What follows belongs to an exercise in optimizing a design on an open flow for small area, a short achievable clock period and few clock cycles; a production flow would make more cautious choices. In this exercise RTL edits were held to simulation tests only and were not proved equivalent to the original. No activity file was given, so power comes from the tool's default toggle rates.

**standard.sh**
```bash
#!/bin/bash
# synth_recipe.tcl (not shown) runs the flow's synth.tcl, then flattens the netlist and writes it again
# the make line also repeats each setting of config.mk as NAME=value (left out here)
make -C /OpenROAD-flow-scripts/flow DESIGN_CONFIG=/design/flow/config.mk WORK_HOME=/design/flow/orfs CLKGATE_MAP_FILE= SYNTH_SCRIPT=/design/flow/synth_recipe.tcl "${@:-finish}"
```
**design.v**
```verilog
`timescale 1ns / 1ps
module ALU(
    input  [31:0] a,
    input  [31:0] b,
    input         sub,        
    input  [1:0]  lop,        
    input         lui,
    input  [4:0]  shamt,
    input         sh_left,
    input         sh_arith,
    input         sh_rot,     
    input  [31:0] shin,       
    output [31:0] shres,
    input  [31:0] link,
    input  [31:0] hilo,
    input  [6:0]  sel,
    output [31:0] sum,
    output [31:0] result
    );
wire [31:0] bx = b ^ {32{sub}};
wire [32:0] s;
radd #(32) add(.a(a), .b(bx), .ci(sub), .s(s[31:0]), .co(s[32]));
assign sum = s[31:0];
wire lt_s = (a[31] ^ b[31]) ? a[31] : s[31];
wire lt_u = ~s[32];
reg [31:0] lg;
always @(*) begin
  case (lop)
    2'd0: lg = a & b;
    2'd1: lg = a | b;
    2'd2: lg = a ^ b;
    default: lg = lui ? b : ~(a | b);
  endcase
end
wire [31:0] sin = sh_rot ? shin : b;
wire [4:0]  ra = sh_left ? (5'd0 - shamt) : shamt;
wire [31:0] r0 = ra[0] ? {sin[0],     sin[31:1]}  : sin;
wire [31:0] r1 = ra[1] ? {r0[1:0],    r0[31:2]}   : r0;
wire [31:0] r2 = ra[2] ? {r1[3:0],    r1[31:4]}   : r1;
wire [31:0] r3 = ra[3] ? {r2[7:0],    r2[31:8]}   : r2;
wire [31:0] r4 = ra[4] ? {r3[15:0],   r3[31:16]}  : r3;
wire [31:0] keep = sh_rot ? 32'hffffffff :
                   sh_left ? (32'hffffffff << shamt) : (32'hffffffff >> shamt);
wire        fill = sh_arith & b[31] & ~sh_left;
assign shres = (r4 & keep) | (~keep & {32{fill}});
assign result = ({32{sel[0]}} & s[31:0])
              | {31'b0, (sel[1] & lt_s) | (sel[2] & lt_u)}
              | ({32{sel[3]}} & lg)
              | ({32{sel[4]}} & shres)
              | ({32{sel[5]}} & link)
              | ({32{sel[6]}} & hilo);
endmodule
module radd #(parameter W = 32) (
    input  [W-1:0] a,
    input  [W-1:0] b,
    input          ci,
    output [W-1:0] s,
    output         co
    );
wire [W:0] c;
assign c[0] = ci;
genvar i;
generate
  for (i = 0; i < W; i = i + 1) begin : bit_
    assign s[i]   = a[i] ^ b[i] ^ c[i];
    assign c[i+1] = (a[i] & b[i]) | (c[i] & (a[i] ^ b[i]));
  end
endgenerate
assign co = c[W];
endmodule
module rinc #(parameter W = 30) (
    input  [W-1:0] a,
    input          ci,
    output [W-1:0] s
    );
wire [W:0] c;
assign c[0] = ci;
genvar i;
generate
  for (i = 0; i < W; i = i + 1) begin : bit_
    assign s[i]   = a[i] ^ c[i];
    assign c[i+1] = a[i] & c[i];
  end
endgenerate
endmodule
module cadd #(parameter W = 33, parameter K = 16) (
    input  [W-1:0] a,
    input  [W-1:0] b,
    input          ci,
    output [W-1:0] s,
    output         co
    );
wire         cl;
wire [K-1:0] sl;
radd #(K) lo_(.a(a[K-1:0]), .b(b[K-1:0]), .ci(ci), .s(sl), .co(cl));
wire [W-K-1:0] s0, s1;
wire           c0, c1;
radd #(W-K) h0_(.a(a[W-1:K]), .b(b[W-1:K]), .ci(1'b0), .s(s0), .co(c0));
radd #(W-K) h1_(.a(a[W-1:K]), .b(b[W-1:K]), .ci(1'b1), .s(s1), .co(c1));
assign s  = {cl ? s1 : s0, sl};
assign co = cl ? c1 : c0;
endmodule
`timescale 1ns / 1ps
module GRF(input clk, input reset, input WE, input [4:0] A1, input [4:0] A2, input [4:0] A3,
    input [31:0] WD, output [31:0] RD1, output [31:0] RD2);
reg [31:0] grf [1:31];
reg [31:1] valid;
wire [31:0] vld = {valid, 1'b0};
always @(posedge clk) begin
  if (reset) valid <= 31'b0;
  else if (WE && A3 != 5'd0) valid[A3] <= 1'b1;
end
always @(posedge clk) if (WE && A3 != 5'd0) grf[A3] <= WD;
wire [31:0] oh1 = 32'b1 << A1;
wire [31:0] oh2 = 32'b1 << A2;
wire [31:1] s1 = vld[31:1] & oh1[31:1];
wire [31:1] s2 = vld[31:1] & oh2[31:1];
genvar b, k;
generate for (b = 0; b < 32; b = b + 1) begin : bit_
  wire [31:1] col;
  for (k = 1; k < 32; k = k + 1) begin : r_
    assign col[k] = grf[k][b];
  end
  rsel p1(.s(s1), .d(col), .y(RD1[b]));
  rsel p2(.s(s2), .d(col), .y(RD2[b]));
end endgenerate
endmodule
module rsel(input [31:1] s, input [31:1] d, output y);
assign y = |(s & d);
endmodule
`timescale 1ns / 1ps
module HLU(
  input clk,
  input reset,
  input start,
  input isdiv,
  input uns,
  input wr_hi,
  input wr_lo,
  input [31:0] a,
  input [31:0] b,
  output [31:0] aa,         
  output [4:0]  rot,        
  input  [31:0] rr,         
  input  rdlo,              
  output [31:0] hl,         
  output rdok,              
  output busy
);
localparam IDLE = 2'd0, MUL = 2'd1, DSTEP = 2'd3;
reg [1:0]  st;
reg [5:0]  cnt;
reg [31:0] hi, lo;
reg [32:0] m;         
reg        hx;        
reg        bq;        
reg        sg;        
reg        hn, ln;    
reg        hv, lv;    
assign busy = st != IDLE;
function [5:0] nbits(input [31:0] x);
  reg [15:0] y1;
  reg [7:0]  y2;
  reg [3:0]  y3;
  reg [1:0]  y4;
  reg b4, b3, b2, b1;
  begin
    b4 = |x[31:16];  y1 = b4 ? x[31:16] : x[15:0];
    b3 = |y1[15:8];  y2 = b3 ? y1[15:8] : y1[7:0];
    b2 = |y2[7:4];   y3 = b2 ? y2[7:4]  : y2[3:0];
    b1 = |y3[3:2];   y4 = b1 ? y3[3:2]  : y3[1:0];
    nbits = (x == 32'b0) ? 6'd0 : {1'b0, b4, b3, b2, b1, y4[1]} + 6'd1;
  end
endfunction
function [31:0] negc(input [31:0] x, input n);
  integer k;
  reg [8:0] blk;      
  reg seen;
  begin
    blk[0] = 1'b0;
    for (k = 0; k < 8; k = k + 1)
      blk[k+1] = blk[k] | (|x[4*k +: 4]);
    for (k = 0; k < 32; k = k + 1) begin
      if (k % 4 == 0) seen = blk[k/4];
      negc[k] = x[k] ^ (n & seen);
      seen = seen | x[k];
    end
  end
endfunction
wire        mst = start & ~isdiv;
wire [32:0] mop = mst ? {~uns & b[31], b} : m;
wire        lastm = ~mst & (cnt[1:0] == 2'd1);
wire [8:0]  bx9 = mst ? {a[7:0], 1'b0} : {lo[7:0], bq};
wire [35:0] mm = {{3{mop[32]}}, mop};
wire [35:0] pp [0:3];
wire [3:0]  ng;
genvar j;
generate
  for (j = 0; j < 4; j = j + 1) begin : row_
    wire x0 = bx9[2*j];
    wire x1 = bx9[2*j+1];
    wire x2 = bx9[2*j+2];
    wire one = x1 ^ x0;
    wire two = (x2 & ~x1 & ~x0) | (~x2 & x1 & x0);
    wire [35:0] p;
    bsel bs[35:0] (.one(one), .two(two), .neg(x2), .m1(mm), .m2({mm[34:0], 1'b0}), .p(p));
    assign pp[j] = p;
    assign ng[j] = x2;
  end
endgenerate
wire        fix = ~sg & lastm & lo[7];
wire [32:0] fm = {33{fix}} & m;
wire [32:0] acc0 = {33{~mst}} & {hx, hi};
wire [41:0] t0 = {{9{acc0[32]}}, acc0};
wire [41:0] t1 = {{6{pp[0][35]}}, pp[0]};
wire [41:0] t2 = {{4{pp[1][35]}}, pp[1], 1'b0, ng[0]};
wire [41:0] t3 = {{2{pp[2][35]}}, pp[2], 4'b0};
wire [41:0] t4 = {pp[3], 1'b0, ng[2], 1'b0, ng[1], 2'b0};
wire [41:0] t5 = {fm[32], fm, 1'b0, ng[3], 6'b0};
wire [41:0] s1, c1, s2, c2, s3, c3, s4, c4;
csa #(42) ca(.a(t0), .b(t1), .c(t2), .s(s1), .co(c1));
csa #(42) cb(.a(t3), .b(t4), .c(t5), .s(s2), .co(c2));
csa #(42) cc(.a(s1), .b({c1[40:0], 1'b0}), .c(s2), .s(s3), .co(c3));
csa #(42) cd(.a(s3), .b({c3[40:0], 1'b0}), .c({c2[40:0], 1'b0}), .s(s4), .co(c4));
wire [41:0] mt;
wire        mtc;
cadd #(42, 21) mfin(.a(s4), .b({c4[40:0], 1'b0}), .ci(1'b0), .s(mt), .co(mtc));
wire        fin = (st == MUL) & (cnt[1:0] == 2'd1);
wire [31:0] hi_e = fin ? mt[39:8] : hi;
wire [31:0] lo_e = fin ? {mt[7:0], lo[31:8]} : lo;
assign rdok = (st == IDLE) | fin;
assign hl = rdlo ? (negc(lo_e, ln) & {32{lv}}) : (negc(hi_e, hn) & {32{hv}});
wire dv = start & isdiv;
wire sa = ~uns & dv & a[31];
wire sb = ~uns & b[31];
assign aa = negc(a, sa);
wire [31:0] bx = b ^ {32{sb}};
wire [6:0]  nqm = {1'b0, nbits(aa)} - {1'b0, nbits(bx)} + 7'd1;    
wire        qzero = nqm[6] | (nqm == 7'd0);
wire        dsteps = dv & ~qzero;
wire [5:0]  n2 = nqm[5] ? 6'd32 : nqm[5:0] + {5'b0, nqm[0]};
assign rot = dsteps ? n2[4:0] : 5'd0;
wire [31:0] lowm = ~(32'hffffffff << (6'd32 - {1'b0, n2[4:0]}));   
wire [31:0] lowmask = dsteps ? (n2[5] ? 32'b0 : lowm) :
                      (dv | wr_hi) ? 32'hffffffff : 32'b0;
wire [32:0] dn = m[32] ? m : ~m;
wire [32:0] rs1 = {hi, lo[31]};
wire [32:0] df1;
wire        ge1;
cadd #(33, 16) dsub1(.a(rs1), .b(dn), .ci(~m[32]), .s(df1), .co(ge1));
wire [31:0] r1 = ge1 ? df1[31:0] : rs1[31:0];
wire [32:0] rs2 = {r1, lo[30]};
wire [32:0] df2;
wire        ge2;
cadd #(33, 16) dsub2(.a(rs2), .b(dn), .ci(~m[32]), .s(df2), .co(ge2));
wire [31:0] rn = ge2 ? df2[31:0] : rs2[31:0];
wire [31:0] qn = {lo[29:0], ge1, ge2};
wire        lastd = cnt == 6'd1;
always @(posedge clk) begin
  if (reset) begin
    st <= IDLE;
    hv <= 1'b0;
    lv <= 1'b0;
  end else begin
    case (st)
      IDLE: begin
        if (start | wr_hi) hv <= 1'b1;
        if (start | wr_lo) lv <= 1'b1;
        if (start) st <= ~isdiv ? MUL : dsteps ? DSTEP : IDLE;
      end
      MUL:     if (lastm) st <= IDLE;
      default: if (lastd) st <= IDLE;
    endcase
  end
end
always @(posedge clk) begin
  case (st)
    IDLE: begin
      if (mst) begin
        {hx, hi} <= mt[40:8];
        lo  <= {mt[7:0], a[31:8]};
        bq  <= a[7];
      end else begin
        if (start | wr_hi) hi <= rr & lowmask;
        if (start | wr_lo) lo <= rr & ~lowmask;
      end
      if (start | wr_hi) hn <= sa;
      if (start | wr_lo) ln <= dv & (sa ^ sb);
      if (start) begin
        m   <= {sb, b};
        sg  <= ~uns;
        cnt <= isdiv ? {1'b0, n2[5:1]} : 6'd3;
      end
    end
    MUL: begin
      {hx, hi} <= mt[40:8];
      lo  <= {mt[7:0], lo[31:8]};
      bq  <= lo[7];
      cnt <= cnt - 6'd1;
    end
    default: begin
      hi  <= rn;
      lo  <= qn;
      cnt <= cnt - 6'd1;
    end
  endcase
end
endmodule
module bsel(input one, input two, input neg, input m1, input m2, output p);
assign p = ((one & m1) | (two & m2)) ^ neg;
endmodule
module csa #(parameter W = 42) (
    input  [W-1:0] a,
    input  [W-1:0] b,
    input  [W-1:0] c,
    output [W-1:0] s,
    output [W-1:0] co
    );
assign s  = a ^ b ^ c;
assign co = (a & b) | (c & (a ^ b));
endmodule
`timescale 1ns / 1ps
module mips(
    input clk,
    input reset,
    input [31:0] i_inst_rdata,
    input [31:0] m_data_rdata,
    output [31:0] i_inst_addr,
    output [31:0] m_data_addr,
    output [31:0] m_data_wdata,
    output [3 :0] m_data_byteen,
    output [31:0] m_inst_addr,
    output w_grf_we,
    output [4:0] w_grf_addr,
    output [31:0] w_grf_wdata,
    output [31:0] w_inst_addr
    );
reg [31:2] pcF;
reg [31:0] ir;
reg [31:2] pcX;
reg        vX;
reg [31:0] mRes;
reg [31:0] mAddr;     
reg [31:0] mSd;
reg [3:0]  mBe;
reg [31:2] pcM;
reg [4:0]  mDst;
reg        mWr;
reg        mLd;
reg        mLb;       
reg        mLh;       
reg        mLs;       
reg [31:0] wData;
reg [4:0]  wDst;
reg        wWe;
reg [31:2] pcW;
reg [31:0] rfData;
reg [4:0]  rfDst;
reg        rfWe;
assign i_inst_addr   = {pcF, 2'b00};
assign m_data_addr   = mAddr;
assign m_data_wdata  = mSd;
assign m_data_byteen = mBe;
assign m_inst_addr   = {pcM, 2'b00};
assign w_grf_we      = wWe;
assign w_grf_addr    = wDst;
assign w_grf_wdata   = wData;
assign w_inst_addr   = {pcW, 2'b00};
wire [5:0] op = ir[31:26];
wire [5:0] fn = ir[5:0];
wire [4:0] rs = ir[25:21];
wire [4:0] rt = ir[20:16];
wire [4:0] rd = ir[15:11];
wire [15:0] imm = ir[15:0];
wire rtype  = op == 6'b000000;
wire r_alu  = rtype & (fn[5:3] == 3'b100);                   
wire r_slt  = rtype & (fn[5:1] == 5'b10101);                 
wire r_sh   = rtype & (fn[5:3] == 3'b000);                   
wire r_jr   = rtype & (fn[5:1] == 5'b00100);                 
wire r_jalr = r_jr & fn[0];
wire r_mf   = rtype & (fn[5:3] == 3'b010) & ~fn[0];          
wire r_mt   = rtype & (fn[5:3] == 3'b010) & fn[0];           
wire r_md   = rtype & (fn[5:2] == 4'b0110);                  
wire i_alu  = op[5:3] == 3'b001;                             
wire i_j    = op[5:1] == 5'b00001;                           
wire i_jal  = i_j & op[0];
wire i_br2  = op[5:1] == 5'b00010;                           
wire i_br1  = (op[5:1] == 5'b00011) | (op == 6'b000001);     
wire i_ld   = (op[5:3] == 3'b100);
wire i_st   = (op[5:3] == 3'b101);
wire use_rs = ~i_j;
wire use_rt = rtype | i_br2 | i_st;
wire wr_rd  = r_alu | r_slt | r_sh | r_jalr | r_mf;
wire wr_rt  = i_alu | i_ld;
wire [4:0] dst = i_jal ? 5'd31 : wr_rd ? rd : rt;
wire writes = (wr_rd | wr_rt | i_jal) & (dst != 5'd0);
wire [31:0] rf1, rf2;
wire fm1 = mWr & (mDst == rs);
wire fm2 = mWr & (mDst == rt);
wire fw1 = rfWe & (rfDst == rs);
wire fw2 = rfWe & (rfDst == rt);
wire [31:0] rsv = fm1 ? mRes : fw1 ? rfData : rf1;
wire [31:0] rtv = fm2 ? mRes : fw2 ? rfData : rf2;
wire md_busy, md_rdok;
wire stall = vX & ((mLd & ((use_rs & fm1) | (use_rt & fm2)))
                 | ((r_md | r_mt) & md_busy) | (r_mf & ~md_rdok));
wire go = vX & ~stall;
wire zext = op[5:2] == 4'b0011 & ~(op[1] & op[0]);           
wire [31:0] immx = {{16{imm[15] & ~zext}}, imm};
wire lui = i_alu & (op[2:0] == 3'b111);
wire [31:0] bop = rtype ? rtv : lui ? {imm, 16'b0} : immx;
wire sub = (r_alu & fn[1]) | r_slt | (i_alu & (op[2:1] == 2'b01));
wire [1:0] lop = rtype ? fn[1:0] : op[1:0];
wire sel_as  = r_alu & ~fn[2] | i_alu & (op[2:1] == 2'b00) | i_ld | i_st;
wire sel_slt = (r_slt & ~fn[0]) | (i_alu & (op[2:0] == 3'b010));
wire sel_sltu= (r_slt &  fn[0]) | (i_alu & (op[2:0] == 3'b011));
wire sel_lg  = r_alu & fn[2] | i_alu & op[2];
wire sel_sh  = r_sh;
wire sel_lk  = r_jalr | i_jal;
wire sel_hl  = r_mf;
wire [31:2] link;
rinc #(29) lnk(.a(pcX[31:3]), .ci(1'b1), .s(link[31:3]));
assign link[2] = pcX[2];
wire [31:0] hl;
wire [31:0] sum, result, shres;
wire [31:0] d_aa;
wire [4:0]  d_rot;
ALU alu(
  .a(rsv),
  .b(bop),
  .sub(sub),
  .lop(lop),
  .lui(lui),
  .shamt((r_md | r_mt) ? d_rot : fn[2] ? rsv[4:0] : ir[10:6]),
  .sh_left(~fn[1]),
  .sh_arith(fn[0]),
  .sh_rot(r_md | r_mt),
  .shin(d_aa),
  .shres(shres),
  .link({link, 2'b00}),
  .hilo(hl),
  .sel({sel_hl, sel_lk, sel_sh, sel_lg, sel_sltu, sel_slt, sel_as}),
  .sum(sum),
  .result(result)
);
wire eq = rsv == rtv;
wire rs_z = rsv == 32'b0;
reg  br_c;
always @(*) begin
  case (op[2:0])
    3'b100: br_c = eq;
    3'b101: br_c = ~eq;
    3'b110: br_c = rsv[31] | rs_z;
    3'b111: br_c = ~rsv[31] & ~rs_z;
    default: br_c = rt[0] ^ rsv[31];        
  endcase
end
wire taken = (i_br2 | i_br1) & br_c;
wire [31:2] br_tgt, pcF1;
wire        br_co;
radd #(30) bta(.a(pcX), .b({{14{imm[15]}}, imm}), .ci(1'b1), .s(br_tgt), .co(br_co));
rinc #(30) pci(.a(pcF), .ci(1'b1), .s(pcF1));
reg [31:2] npc;
always @(*) begin
  if (vX & i_j)        npc = {pcX[31:28], ir[25:0]};
  else if (vX & r_jr)  npc = rsv[31:2];
  else if (vX & taken) npc = br_tgt;
  else                 npc = pcF1;
end
wire [1:0] al = sum[1:0];
wire st_b = ~op[1] & ~op[0];
wire st_h = ~op[1] &  op[0];
wire [31:0] sdata = st_b ? {4{rtv[7:0]}} : st_h ? {2{rtv[15:0]}} : rtv;
wire [3:0] be = st_b ? (4'b0001 << al) : st_h ? (al[1] ? 4'b1100 : 4'b0011) : 4'b1111;
HLU hlu(
  .clk(clk),
  .reset(reset),
  .start(go & r_md),
  .isdiv(fn[1]),
  .uns(fn[0]),
  .wr_hi(go & r_mt & ~fn[1]),
  .wr_lo(go & r_mt & fn[1]),
  .a(rsv),
  .b(rtv),
  .aa(d_aa),
  .rot(d_rot),
  .rr(shres),
  .rdlo(fn[1]),
  .hl(hl),
  .rdok(md_rdok),
  .busy(md_busy)
);
always @(posedge clk) begin
  if (reset) begin
    pcF <= 30'h00000c00;
    vX  <= 1'b0;
  end else if (!stall) begin
    pcF <= npc;
    vX  <= 1'b1;
  end
end
always @(posedge clk) begin
  if (!stall) begin
    ir  <= i_inst_rdata;
    pcX <= pcF;
  end
end
always @(posedge clk) begin
  mWr <= go & writes;
  mLd <= go & i_ld;
  mBe <= (go & i_st) ? be : 4'b0;
end
always @(posedge clk) begin
  mAddr <= sum;
end
always @(posedge clk) begin
  mRes <= result;
  mSd  <= sdata;
  pcM  <= pcX;
  mDst <= dst;
  mLb  <= ~op[0] & ~op[1];
  mLh  <= op[0] & ~op[1];
  mLs  <= ~op[2];
end
wire [1:0]  la = mRes[1:0];
wire [31:0] dr = m_data_rdata;
wire ld_w  = mLd & ~mLb & ~mLh;
wire ld_h0 = mLd & mLh & ~la[1];
wire ld_h1 = mLd & mLh &  la[1];
wire [3:0] ld_b = {4{mLd & mLb}} & (4'b0001 << la);
wire b0_0 = ld_w | ld_h0 | ld_b[0];
wire b0_1 = ld_b[1];
wire b0_2 = ld_h1 | ld_b[2];
wire b0_3 = ld_b[3];
wire b1_1 = ld_w | ld_h0;
wire b1_3 = ld_h1;
wire sx_b = mLs & mLb;
wire sx_h = mLs & mLh;
wire sgn = (sx_b & ld_b[0] & dr[7]) | (sx_h & ld_h0 & dr[15]) | (sx_b & ld_b[1] & dr[15]) |
           (sx_b & ld_b[2] & dr[23]) | (sx_h & ld_h1 & dr[31]) | (sx_b & ld_b[3] & dr[31]);
wire nold = ~mLd;
wire [31:0] wd;
assign wd[7:0]   = ({8{b0_0}} & dr[7:0]) | ({8{b0_1}} & dr[15:8]) | ({8{b0_2}} & dr[23:16]) |
                   ({8{b0_3}} & dr[31:24]) | ({8{nold}} & mRes[7:0]);
assign wd[15:8]  = ({8{b1_1}} & dr[15:8]) | ({8{b1_3}} & dr[31:24]) | {8{sgn & mLb}} |
                   ({8{nold}} & mRes[15:8]);
assign wd[31:16] = ({16{ld_w}} & dr[31:16]) | {16{sgn}} | ({16{nold}} & mRes[31:16]);
always @(posedge clk) begin
  if (reset) wWe <= 1'b0;
  else       wWe <= mWr;
end
always @(posedge clk) begin
  wData <= wd & {32{mWr}};
  wDst  <= mDst & {5{mWr}};
  pcW   <= pcM;
end
always @(posedge clk) begin
  rfWe   <= mWr;
  rfData <= wd;
  rfDst  <= mDst;
end
GRF grf(
  .clk(clk),
  .reset(reset),
  .WE(rfWe),
  .A1(rs),
  .A2(rt),
  .A3(rfDst),
  .WD(rfData),
  .RD1(rf1),
  .RD2(rf2)
);
endmodule
```
**flow/run.sh**
```bash
#!/bin/bash
# The standard layout (the standard.sh: ORFS with the standard flow's synthesis script and
# steps) with these changes:
#  - Yosys's abc maps the logic for area (flow/abc_area.script: strash, dch, amap,
#    then downsizing) in place of ORFS's delay-driven abc_speed.script. The
#    registers come from dfflibmap before abc and are the standard ones.
#  - the port buffers that global placement inserts are buf_2 cells instead of
#    the default delay-buffer cell.
#  - clock tree synthesis uses clkbuf_8 buffers and no dummy loads (a balanced
#    tree as before, of smaller buffers).
# ORFS's scripts are copied here with only abc_speed.script replaced. make's full
# output goes to standard.log here; ORFS keeps each step's log under orfs/logs.
set -euo pipefail
here=$(pwd)
rm -rf "$here/scripts"
cp -r "$FLOW_HOME/scripts" "$here/scripts"
cp "$here/flow/abc_area.script" "$here/scripts/abc_speed.script"
export SCRIPTS_DIR="$here/scripts"
export BUFFER_PORTS_ARGS="-buffer_cell sky130_fd_sc_hd__buf_2"
export CTS_ARGS="-sink_clustering_enable -repair_clock_nets -buf_list sky130_fd_sc_hd__clkbuf_8 -dont_use_dummy_load"
bash standard.sh > standard.log 2>&1
```
**flow/abc_area.script**
```
strash
dch
amap
topo
stime -c
dnsize -c
```
**constraint.sdc**
```tcl
create_clock -name core_clock -period 110.0 [get_ports {clk}]
set_input_delay 22.0000 -clock core_clock [delete_from_list [all_inputs] [get_ports {clk}]]
set_output_delay 22.0000 -clock core_clock [all_outputs]
set_load 0.01 [all_outputs]
```
**config.mk**
```make
export PLATFORM = sky130hd
export DESIGN_NAME = mips
export DESIGN_NICKNAME = mips
export VERILOG_FILES = /design/flow/design.v
export SDC_FILE = /design/flow/constraint.sdc
export NUM_CORES = 4
export LEC_CHECK = 0
export CAP_MARGIN = 20
export CORE_MARGIN = 2
export CORE_UTILIZATION = 40
export SLEW_MARGIN = 20
export SYNTH_HIERARCHICAL = 1
```
==> summary.txt <==
GRT
  – GRT Util Overall: between 30% and 40%
  – First-pass GRT wire length: around 530000 um
  – Largest net degree at the start of global routing: between 70 and 80
  – Initial antenna violation count: 36
  – Vias in the first global route: roughly 70000
  – GR Overflow Total: 0

Critical path
  – Worst Path Buf+Inv: 1
  – WS Path Type: register to output port
  – Crit-path slowest cell: dfxtp_1
  – Critical Path Source Type: register
  – CP Cell Sequence: buf_2
  – Delay-heaviest family, CP: flip-flops
  – Worst Path Arrival: 1.91 ns
  – Element type at the critical path end: output port
  – Data required, critical path: ~88 ns
  – Worst-path fanout max: 1
  – Slowest stage delay, CP: between 0.6 and 0.7 ns

Flow run
  – Max_cap viols: 0

Routing
  – Post-DRT Antenna Nets: 0
  – Total wire length: roughly 390000 um
  – Total number of vias: 74100
  – 1st-pass router iterations: 9
  – Vias per inst: just under 7
  – Drt first-iter violations: 11300
  – DRC: 0
  – Post-DR wirelength/cell: approximately 36 um

STA
  – Measured slew at the worst slew-check pin: around 1.4 ns
  – Unrepaired setup endpoints after global routing: no
  – Max_slew headroom: under 10%
  – Final hold violations: 0
  – Slew Limit Fails: 0
  – Post-route minimum period: around 24 ns
  – Final setup vio count: 0
  – Fmax: 0.0418 GHz
  – Clock skew: roughly 0.13 ns
  – Sum Neg Setup Slack: 0 ns
  – Final period util: between 20 and 25%

Layout
  – Layout Nets: approximately 8700
  – # fillers: approximately 19000
  – Most common cell after layout, fill and taps aside: edfxtp_1
  – Register area: a little over 40000 um^2
  – Design area: around 94000 um^2
  – Commonest cells after routing, fill and taps aside: 1162 x edfxtp_1, 961 x a22oi_1, 649 x clkinv_1, 507 x nor2_1, 425 x o22ai_1
  – Area of the multi-input gates: ~39000 um^2
  – Syn-to-layout area delta: 15.0%
  – Share of cells above drive strength 1: between 10% and 20%

Clock tree
  – Clock Sinks: between 1000 and 1500
  – Bufs on Longest Clock Path: 4
  – Clk pin slew, worst setup/hold paths: 0.06 ns
  – H-tree levels: 5
  – CTS tree: yes
  – Postcts setup bufs: 0
  – Clock Latency Late Sink: between 1 and 1.5 ns
  – CTS Buf Count: 279
  – Clk root buf: clkbuf_8
  – Post-CTS Hold Buffers: 0
  – Post-cts gate resize count: 0

Placement
  – GP Congestion: about 1.1
  – Placed Area: between 80000 and 90000 um^2
  – DP Wirelength: about 270000 um
  – Port Buffer Count: 261

Floorplan
  – Die width: roughly 460 um
  – Die Ht: 455 um
  – CORE AREA: slightly above 200000 um^2
  – Row count: approximately 170
  – Full die area: between 200000 and 250000 um^2
  – Initial Util: roughly 40%
  – Ports: between 200 and 300

Synthesis
  – Avg Cell Area, Syn: ~11 um^2
  – Yosys warnings: 10
  – Synthesized cell area: a little over 80000 um^2
  – Mapped Cells: 7145

Run status
  – Outcome: finished clean

Pwr
  – Worst VDD drop: approximately 0.016 mV
  – P_int: between 800 and 900 uW
  – Sw Ratio: between 20% and 30%
  – Sequential share of power: 49.8%
  – Gate power share: 15.2%
  – Net Sw Power: between 300 and 400 uW
  – PwrDens: 13.4 nW/um^2
  – Leak: approximately 0.032 uW
  – Clock power share: between 30% and 40%

Worst hold path
  – HP Class: register to register
==> registers in the layout, summed over array words and instances, names as in the netlist, 31 cells and up <==
| name | flops |
|---|---|
| grf.grf | 992 |
| hlu.m | 33 |
| hlu.hi | 32 |
| hlu.lo | 32 |
| ir | 32 |
| mAddr | 32 |
| mRes | 32 |
| mSd | 32 |
| rfData | 32 |
| wData | 32 |
| grf.valid | 31 |
==> power by group through the flow <==
stage                     combinational [uW]  clock, uW  sequential [uW]
after floorplan                         96.1          0              636
after CTS                                181        442              623
after global placement                   177          0              634
after global routing                     200        466              623
final                                    191        438              624
after detailed placement                 180          0              634
==> layout make-up <==
| cell class | count | share of cell area [%] |
|---|---|---|
| clock buffers | 279 | 4.10 |
| flip-flops and latches | 1474 | 43.9 |
| inverters | 655 | 2.63 |
| diodes | 18 | 0.0481 |
| repair buffers | 620 | 4.29 |
| well taps | 2672 | 3.57 |
| multi-input cells | 5040 | 41.4 |
==> stage by stage <==
stage	setup WS [ns]	total power, uW	util [%]	hold slack [ns]	instances
6_report	86.09	1250	46.3	0.335	10800
5_1_grt	86.13	1290	46.3	0.344	10700
4_1_cts	86.16	1250	46.3	0.330	10700
3_5_place_dp	85.66	813	44.4	0.330	10500
3_3_place_gp	85.63	811	44.3	0.332	10500
2_1_floorplan	81.39	732	-	0.338	7182
==> per-layer routing <==
metal	track usage, %	wire length (um)
met1	44.9	137000
met3	11.3	49700
met5	0.0919	146
met2	53.5	164000
met4	27.3	35200
==> worst paths after layout <==
| kind | startpoint | end | slack [ns] | cells past startpoint |
|---|---|---|---|---|
| worst max register to register | ir[27] | mRes[31] | 88.37 | 61 |
| worst min register to register | pcM[25] | pcW[25] | 0.34 | 0 |
| worst min-delay path | pcM[25] | pcW[25] | 0.34 | 0 |
| worst max-delay path | wData[25] | w_grf_wdata[25] | 86.09 | 1 |
==> worst register-to-register path: cells and delay by family, from the launching register on <==
family / cells / cell delay [ns]
simple gates: 16 / 4.26
compound gates: 13 / 4.89
flops: 1 / 0.73
buf+inv: 11 / 3.14
fa+ha+maj: 21 / 8.32
Testbench counts, summed over its fixed seeds: cycles 56,122.

re-timing with driven ports:
No port has a modelled driver above. Below, the same layout with a new extraction and two added sets of constraints.
Step 1, drivers: a clkbuf_16 drives clk and a buf_2 each remaining input, both assumed.
Step 2 times the ports against the registers' clock, not the clock port: input delays grow and output delays shrink by t, the midpoint of the rising clock arrivals with the driver on.
a / b / c = no drivers / after step 1 / after step 2; a / b = the first two.
t, ns: 1.103
setup WS [ns]: 86.086 / 86.009 / 85.429
worst hold slack (ns): 0.335 / 0.335 / 0.335
clock arrival spread, ns: 0.135 / 0.136
After both steps setup and hold are still met in this run. For this run, drivers alone change the setup slack by -0.077 ns; drivers and shift together by -0.657 ns.
